What follows belongs to an exercise in optimizing a design on an open flow for small area; a production flow would make more cautious choices. Function was checked by simulation only, so behaviour that the tests miss may differ from the original. No driver is modelled on the clock port, so clocking that relies on it looks cheaper here than on a real chip. No activity file was given, so power comes from the tool's default toggle rates.

==> module top_ep4ce6, before the edit <==
module top_ep4ce6 (
                input wire resetn,
                input wire clk50m,
                input wire uart_rx,
                input wire [3:0] sw,
                output wire uart_tx,
                output wire beep_o,
                output wire [4:0] led,
                output wire [7:0] seg7,
                output wire [3:0] seg_cs );
    reg [22:0] c;
    always @(posedge clk50m or negedge resetn)
        if (!resetn) c <= 23'd0;
        else         c <= c + 1'b1;
    reg [7:0] seg;
    always @(*)
        case (c[22:19])
            4'h0 : seg = 8'hc0;
            4'h1 : seg = 8'hf9;
            4'h2 : seg = 8'ha4;
            4'h3 : seg = 8'hb0;
            4'h4 : seg = 8'h99;
            4'h5 : seg = 8'h92;
            4'h6 : seg = 8'h82;
            4'h7 : seg = 8'hf8;
            4'h8 : seg = 8'h80;
            4'h9 : seg = 8'h90;
            4'ha : seg = 8'h88;
            4'hb : seg = 8'h83;
            4'hc : seg = 8'hc6;
            4'hd : seg = 8'ha1;
            4'he : seg = 8'h86;
            4'hf : seg = 8'h8e;
        endcase
    assign seg7   = seg;
    assign seg_cs = 4'b0000;
    assign beep_o = sw[0] & ~(c[7] & c[18] & c[21]);
    reg [17:0] lc;
    reg        ledr;
    wire       lhit = ((lc & 18'd262143) == 18'd134035);
    always @(posedge clk50m or negedge resetn)
        if (!resetn) begin
            lc   <= 18'd5927;
            ledr <= 1'b0;
        end else begin
            lc   <= {lc[16:0], ~(lc[17] ^ lc[10]) ^ lhit};
            ledr <= ledr ^ (lhit & c[0]);
        end
    assign led = {1'b0, {4{ledr}}};
    localparam [12:0] PM = 13'b1010101010101;
    reg rx0, rx1, rx2, rx3;
    always @(posedge clk50m or negedge resetn)
        if (!resetn) {rx2, rx1, rx0} <= 3'b000;
        else         {rx2, rx1, rx0} <= {rx1, rx0, uart_rx};
    always @(posedge clk50m)
        rx3 <= rx2;
    wire neg_rx = rx3 & rx2 & ~rx1 & ~rx0;
    reg  [12:0] tr;
    wire [12:0] sr = tr ^ PM;
    reg         rx_int;
    wire        clk_bps_r = (sr == 13'd1519);
    always @(posedge clk50m)
        tr <= ((rx_int && sr != 13'd2255) ? {sr[11:0], ~(sr[12] ^ sr[9])} : 13'd0) ^ PM;
    reg [3:0] n_rs;                  
    wire [3:0] n_r = n_rs ^ 4'd7;
    reg [7:0] rx_sh;
    wire      r_end  = (n_r == 4'd2);
    wire      r_post = (n_r >= 4'd3) && (n_r <= 4'd6);
    always @(posedge clk50m or negedge resetn)
        if (!resetn)          rx_int <= 1'b0;
        else if (neg_rx)      rx_int <= 1'b1;
        else if (r_end)       rx_int <= 1'b0;
    always @(posedge clk50m or negedge resetn)
        if (!resetn) n_rs <= 4'd0;
        else if ((rx_int && clk_bps_r) || r_post || (r_end && !neg_rx)) n_rs <= (n_r + 1'b1) ^ 4'd7;
        else if (r_end) n_rs <= 4'd0;
    always @(posedge clk50m)
        if (rx_int && clk_bps_r && n_r[3]) rx_sh <= {uart_rx, rx_sh[7:1]};
    wire load = (n_r == 4'd5);
    reg  [12:0] tt;
    wire [12:0] st = tt ^ PM;
    reg  [3:0]  n_ts;                
    wire [3:0]  n_t = n_ts ^ 4'd6;
    wire        tx_en = (n_t != 4'd6);
    wire        clk_bps_t = (st == 13'd1519);
    always @(posedge clk50m)
        tt <= ((tx_en && st != 13'd2255) ? {st[11:0], ~(st[12] ^ st[9])} : 13'd0) ^ PM;
    reg [7:0] tx_data;
    reg       tx_r;
    wire      t_end = (n_t == 4'd2);
    always @(posedge clk50m)
        if (load) tx_data <= rx_sh;
    always @(posedge clk50m or negedge resetn)
        if (!resetn) begin
            n_ts <= 4'd0;
            tx_r <= 1'b1;
        end else begin
            if (tx_en && clk_bps_t) begin
                n_ts <= (n_t + 1'b1) ^ 4'd6;
                tx_r <= n_t[3] ? tx_data[n_t[2:0]] : ~(n_t == 4'd7);
            end else if (load && (!tx_en || t_end)) n_ts <= 4'd1;
            else if (t_end) n_ts <= 4'd0;
        end
    assign uart_tx = tx_r;
endmodule
clock: 20.0 ns
lec_check: 0
cap_margin: 20
core_margin: 2
core_utilization: 70
place_density: 0.8
slew_margin: 20
standard.sh (not shown) runs the stock make flow with config.mk's settings and CLKGATE_MAP_FILE= SYNTH_SCRIPT=/design/flow/synth_recipe.tcl, a recipe that flattens the netlist after the stock synthesis.
==> flow/flow/run.sh <==
#!/bin/bash
# Layout flow: the standard ORFS flow (standard.sh), with two changes to
# how the gates are made, none to the registers:
#  - synthesis maps the logic with an area-oriented ABC script (flow/area.abc)
#    and without the half-adder extraction (ADDER_MAP_FILE empty);
#  - CTS does not add dummy balancing loads, and after CTS each clock buffer
#    is downsized where the register clock pins keep a slew well below the
#    limit (flow/downsize_clock.tcl);
#  - the ports get the smallest buffer (buf_1) instead of a delay buffer;
#  - the constant outputs share synthesis's single tie-low/tie-high cell
#    (SKIP_REPAIR_TIE_FANOUT).
# Each tool's output goes to a log file in this folder.
set -euo pipefail
here=$(pwd)
abc_script="$here/flow/area.abc"

# Synthesis script: synth_recipe.tcl with the ABC call redirected to area.abc.
{
  echo "proc abc {args} {"
  echo "  set i [lsearch -exact \$args -script]"
  echo "  if {\$i >= 0} { set args [lreplace \$args \$i [expr {\$i + 1}]] }"
  echo "  set i [lsearch -exact \$args -D]"
  echo "  if {\$i >= 0} { set args [lreplace \$args \$i [expr {\$i + 1}]] }"
  echo "  yosys abc -script $abc_script -D 20000 {*}\$args"
  echo "}"
  cat synth_recipe.tcl
} > area_synth.tcl

sed -e "s#SYNTH_SCRIPT=[^ ]*synth_recipe.tcl#SYNTH_SCRIPT=$here/area_synth.tcl ADDER_MAP_FILE=#" standard.sh > area_standard.sh
grep -q "area_synth.tcl ADDER_MAP_FILE=" area_standard.sh

export CTS_ARGS="-sink_clustering_enable -repair_clock_nets -dont_use_dummy_load"
export BUFFER_PORTS_ARGS="-buffer_cell sky130_fd_sc_hd__buf_1"
export POST_CTS_TCL="$here/flow/downsize_clock.tcl"
export SKIP_REPAIR_TIE_FANOUT=1
bash area_standard.sh finish > orfs_flow.log 2>&1
Other scripts of this flow, unchanged in this note and not shown: flow/flow/area.abc, flow/flow/downsize_clock.tcl
The first run passed the timing, design-rule and antenna checks.
==> next run, changes <==
--- a/flow/design.v
+++ b/flow/design.v
@@ -58,9 +58,9 @@
     reg  [12:0] tr;
     wire [12:0] sr = tr ^ PM;
     reg         rx_int;
-    wire        clk_bps_r = (sr == 13'd1519);
+    wire        clk_bps_r = (sr == 13'd1337);
     always @(posedge clk50m)
-        tr <= ((rx_int && sr != 13'd2255) ? {sr[11:0], ~(sr[12] ^ sr[9])} : 13'd0) ^ PM;
+        tr <= ((rx_int && sr != 13'd313) ? {sr[11:0], ~(sr[12] ^ sr[9])} : 13'd248) ^ PM;
     reg [3:0] n_rs;                  
     wire [3:0] n_r = n_rs ^ 4'd7;
     reg [7:0] rx_sh;
@@ -82,9 +82,9 @@
     reg  [3:0]  n_ts;                
     wire [3:0]  n_t = n_ts ^ 4'd6;
     wire        tx_en = (n_t != 4'd6);
-    wire        clk_bps_t = (st == 13'd1519);
+    wire        clk_bps_t = (st == 13'd1337);
     always @(posedge clk50m)
-        tt <= ((tx_en && st != 13'd2255) ? {st[11:0], ~(st[12] ^ st[9])} : 13'd0) ^ PM;
+        tt <= ((tx_en && st != 13'd313) ? {st[11:0], ~(st[12] ^ st[9])} : 13'd248) ^ PM;
     reg [7:0] tx_data;
     reg       tx_r;
     wire      t_end = (n_t == 4'd2);
Effect: The new run produced a clean layout; total power climbs by 7.8%; sequential cell count stays the same; count of clock-buffer cells in the layout stays the same; final area drops by 0.51%; utilization climbs by 0.11 points; setup slack gains 34 ps; wire length drops by 3.9%.

## separate check: timing with driven ports
The results above use ideal ports. As a check the final layouts listed here were re-extracted and re-timed, cells and wires unchanged. Step 1, drivers: a clkbuf_16 drives clk50m and a buf_2 each remaining input, both assumed. Step 2 times the ports against the registers' clock, not the clock port: input delays grow and output delays shrink by t, the midpoint of the rising clock arrivals with the driver on. Three values: ideal, step 1, step 2; two values: the first two.
| run | t, ns | setup WS [ns] | worst setup path at the end |
|---|---|---|---|
| the first run | 0.506 | 11.552 / 11.529 / 11.529 | input to output |
| the second run | 0.548 | 11.586 / 11.563 / 11.563 | input to output |
After both steps every run listed still meets setup and hold.
